From an optimization exercise on the open Yosys and OpenROAD flow, aimed at small area and a short achievable clock period; shortcuts taken in it are not production practice.
At most, simulation tests tie the RTL to the original design; equivalence was not proved.
No activity file was given, so power comes from the tool's default toggle rates.

== JK ==
==> flow/design.v (excerpt) <==
module posit8_mul (
  input        clock,
  input  [7:0] io_a_bits,
  input  [7:0] io_b_bits,
  output [7:0] io_out_bits
);
clock: 9.0 ns
lec_check: 0
abc_area: 1
cap_margin: 20
core_margin: 2
core_utilization: 40
slew_margin: 20
run.sh (not shown) runs the stock make flow with config.mk's settings and CLKGATE_MAP_FILE= SYNTH_SCRIPT=/design/flow/synth_recipe.tcl, a recipe that flattens the netlist after the stock synthesis.
Inputs modified between JK and MS:
- SETUP_SLACK_MARGIN: unset -> 5
Results
- Cmp MS vs JK: part of the cycle the worst path needs lower in MS
- | area share of buffers outside the clock network | lower: JK |
- Compared with JK, in MS post-route cell area increased 22%, wire length after detailed routing went up by 25%, combined buffer and inverter count along the critical path increased by 2 relative to the old numbers.
diff inputs: MS => AL
- SETUP_SLACK_MARGIN removed (was 5)
==> flow/flow/run.sh (new file) <==
#!/bin/bash
# Standard ORFS layout with three changes: adders are left to ABC (no
# extract_fa / adder cells), and ports are buffered with a small buffer.
set -euo pipefail
bash standard.sh ADDER_MAP_FILE= \
  "BUFFER_PORTS_ARGS=-buffer_cell sky130_fd_sc_hd__buf_2" \
  finish > flow_make.log 2>&1
==> flow/standard.sh (new file) <==
#!/bin/bash
# synth_recipe.tcl (not shown) runs the flow's synth.tcl, then flattens the netlist and writes it again
# the make line also repeats each setting of config.mk as NAME=value (left out here)
make -C /OpenROAD-flow-scripts/flow DESIGN_CONFIG=/design/flow/config.mk WORK_HOME=/design/flow/orfs CLKGATE_MAP_FILE= SYNTH_SCRIPT=/design/flow/synth_recipe.tcl "${@:-finish}"
removed: flow/run.sh
Results
AL ended up with io_b_bits[6] as its launch point of the worst path; MS ended up with fb_q[3].
Xor-xnor portion of the synthesized cell area for AL: 0.31 points up relative to MS
For MS, the end point of the critical path was out_q[2], unlike AL, where it was ssum_q[5].
AL against MS: final-layout clock buffer total dropped 1, fraction of power consumed by the clock network climbed 4.8 points, period utilization dropped 3.2 points.
No run of this note included a check of the RTL's function; only the layout flow was run.

---

## build 79
posit8_mul, a different RTL version from the one above (not shown whole).
For scale: about 360 cells after synthesis, ~28 flip-flops, roughly 0.0024 mm2 of cells after synthesis.
## posit8_mul
module posit8_mul (
  input        clock,
  input  [7:0] io_a_bits,
  input  [7:0] io_b_bits,
  output [7:0] io_out_bits
);
clock: 9.0 ns
lec_check: 0
abc_area: 1
cap_margin: 20
core_margin: 2
core_utilization: 40
slew_margin: 20
standard.sh (not shown) runs the stock make flow with config.mk's settings and CLKGATE_MAP_FILE= SYNTH_SCRIPT=/design/flow/synth_recipe.tcl, a recipe that flattens the netlist after the stock synthesis.
==> flow/flow/run.sh <==
#!/bin/bash
# Layout flow: the standard ORFS flow (standard.sh) with these changes:
#  - synthesis maps the operand stage (input ports to the first registers)
#    and the rest of the logic in two ABC runs, each with its own delay
#    target (flow/synth_stages.tcl, flow/abc_stage*.script);
#  - adders are left to ABC instead of being mapped to adder cells;
#  - ports are buffered with sky130_fd_sc_hd__buf_2.
# Each tool's output goes to the ORFS logs under orfs/logs; make's own
# output goes to flow_make.log.
set -euo pipefail
export STAGE_FLOW="$PWD/flow"
bash standard.sh \
  "SYNTH_SCRIPT=$PWD/flow/synth_stages.tcl" \
  ADDER_MAP_FILE= \
  "BUFFER_PORTS_ARGS=-buffer_cell sky130_fd_sc_hd__buf_2" \
  $(cat flow/make_args 2>/dev/null || true) \
  finish > flow_make.log 2>&1
==> flow/flow/abc_stage1.script <==
strash
dch
map -D 900 -F 2
topo
buffer -c
upsize -D 900
dnsize -D 900
==> flow/flow/abc_stage2.script <==
strash
dch
map -D 2200 -F 2
topo
buffer -c
upsize -D 2200
dnsize -D 2200
==> flow/flow/synth_stages.tcl <==
# The standard synthesis (synth_recipe.tcl), except that ABC maps the
# operand stage (input ports to the first registers) and the rest of the
# logic separately, each with a delay target of its own.
proc synth {args} { yosys synth -nofsm -noshare {*}$args }

proc stage_abc {abc_args} {
  set rest {}
  for {set i 0} {$i < [llength $abc_args]} {incr i} {
    set a [lindex $abc_args $i]
    if {$a eq "-script" || $a eq "-D"} { incr i; continue }
    lappend rest $a
  }
  yosys select -set stage1 w:io_a_bits w:io_b_bits %co*:-sky130_fd_sc_hd__dfxtp_1\[D\]
  yosys abc -script $::env(STAGE_FLOW)/abc_stage1.script {*}$rest @stage1
  yosys abc -script $::env(STAGE_FLOW)/abc_stage2.script {*}$rest
  yosys select -clear
  if { [file exists $::env(STAGE_FLOW)/stage1_ff] } {
    set fh [open $::env(STAGE_FLOW)/stage1_ff]
    set ff [string trim [read $fh]]
    close $fh
    yosys chtype -set $ff t:sky130_fd_sc_hd__dfxtp_1 c:out_q* %d
  }
}

set fh [open $::env(SCRIPTS_DIR)/synth.tcl]
set synth_src [read $fh]
close $fh
set n [regsub -all {log_cmd abc \{\*\}\$abc_args} $synth_src {stage_abc $abc_args} synth_src]
if { $n != 1 } { error "synth_stages.tcl: expected one abc call in synth.tcl, found $n" }
eval $synth_src

# left out here: clear keep_hierarchy, flatten, clean up, hide names made inside functions, write 1_2_yosys.v
Setup changes, build 79 to build 85
-- flow/flow/abc_stage1.script --
<<< build 79, line 3
map -D 900 -F 2
>>> build 85, line 3
map -D 900
-- flow/flow/abc_stage2.script --
<<< build 79, line 3
map -D 2200 -F 2
>>> build 85, line 3
map -D 2200
## What came out
For build 85 and build 79, there was not a single run that failed to finish clean. From build 79 to build 85 the numbers moved as follows: layout cell share with drive strength beyond 1 went up; power share of the clock group went down; critical path depth went down; combinational share of power went up; final worst clock skew went down. NOTE global-route wire length before repair build 79->build 85 decreased slightly. When the final numbers for build 85 and build 79 were put side by side, the starting density of the core turned out to be greater in build 85. Compared to build 79, build 85 has sequential share of layout area 0.68 points lower. Summary of build 85 over build 79: final non-filler cell area saw an increase, flip-flop and latch power stayed essentially flat.
Edits applied to the flow inputs when going from build 85 to build 48:
==> flow/flow/abc_stage2.script <==
strash
dch
map -D 2500
topo
buffer -c
upsize -D 2500
dnsize -D 2500
-- flow/flow/synth_stages.tcl --
<<< build 85, line 17
  if { [file exists $::env(STAGE_FLOW)/stage1_ff] } {
    set fh [open $::env(STAGE_FLOW)/stage1_ff]
    set ff [string trim [read $fh]]
    close $fh
    yosys chtype -set $ff t:sky130_fd_sc_hd__dfxtp_1 c:out_q* %d
  }
>>> build 48, line 17
Results
Build 48 vs. build 85: logic gate share of total power went down, height of the chip went down, final RePlAce weighted congestion went down, wire length of the first global-routing pass went down, core utilization of the finished layout went down.
Build 48: part of the power in the clock network 1.2 points below build 85

port drivers added, routing unchanged:
How much do the figures lean on ideal ports? The routed layouts below were timed once more, with nothing changed but the port constraints. Step 1 sets driving cells, clkbuf_16 on the clock port and buf_2 on the other inputs (assumed; they add their load-dependent delay and slew). Step 2 times the ports against the registers' clock, not the clock port: input delays grow and output delays shrink by t, the midpoint of the rising clock arrivals with the driver on. Slacks: ideal / step 1 / step 2; pairs: ideal / step 1.
run | t (ns) | setup WS [ns] | hold WS [ns] | latest minus earliest clock arrival (ns) | worst data-port slew with drivers (ns)
JK | 0.287 | 4.136 / 4.136 / 3.987 | 0.333 / 0.333 / 0.333 | 0.009 / 0.010 | 0.03
MS | 0.291 | 4.653 / 4.653 / 4.653 | 0.324 / 0.324 / 0.324 | 0.011 / 0.012 | 0.03
AL | 0.288 | 4.944 / 4.954 / 4.665 | 0.337 / 0.337 / 0.337 | 0.018 / 0.019 | 0.03
build 79 | 0.293 | 6.031 / 6.031 / 5.762 | 0.334 / 0.334 / 0.334 | 0.009 / 0.010 | 0.03
build 85 | 0.296 | 5.943 / 5.943 / 5.760 | 0.332 / 0.332 / 0.332 | 0.003 / 0.002 | 0.03
build 48 | 0.289 | 5.738 / 5.738 / 5.681 | 0.336 / 0.336 / 0.336 | 0.007 / 0.008 | 0.03
After both steps setup and hold are still met in every run listed. For AL, which loses most, drivers alone change the setup slack by +0.010 ns; drivers and shift together by -0.279 ns.
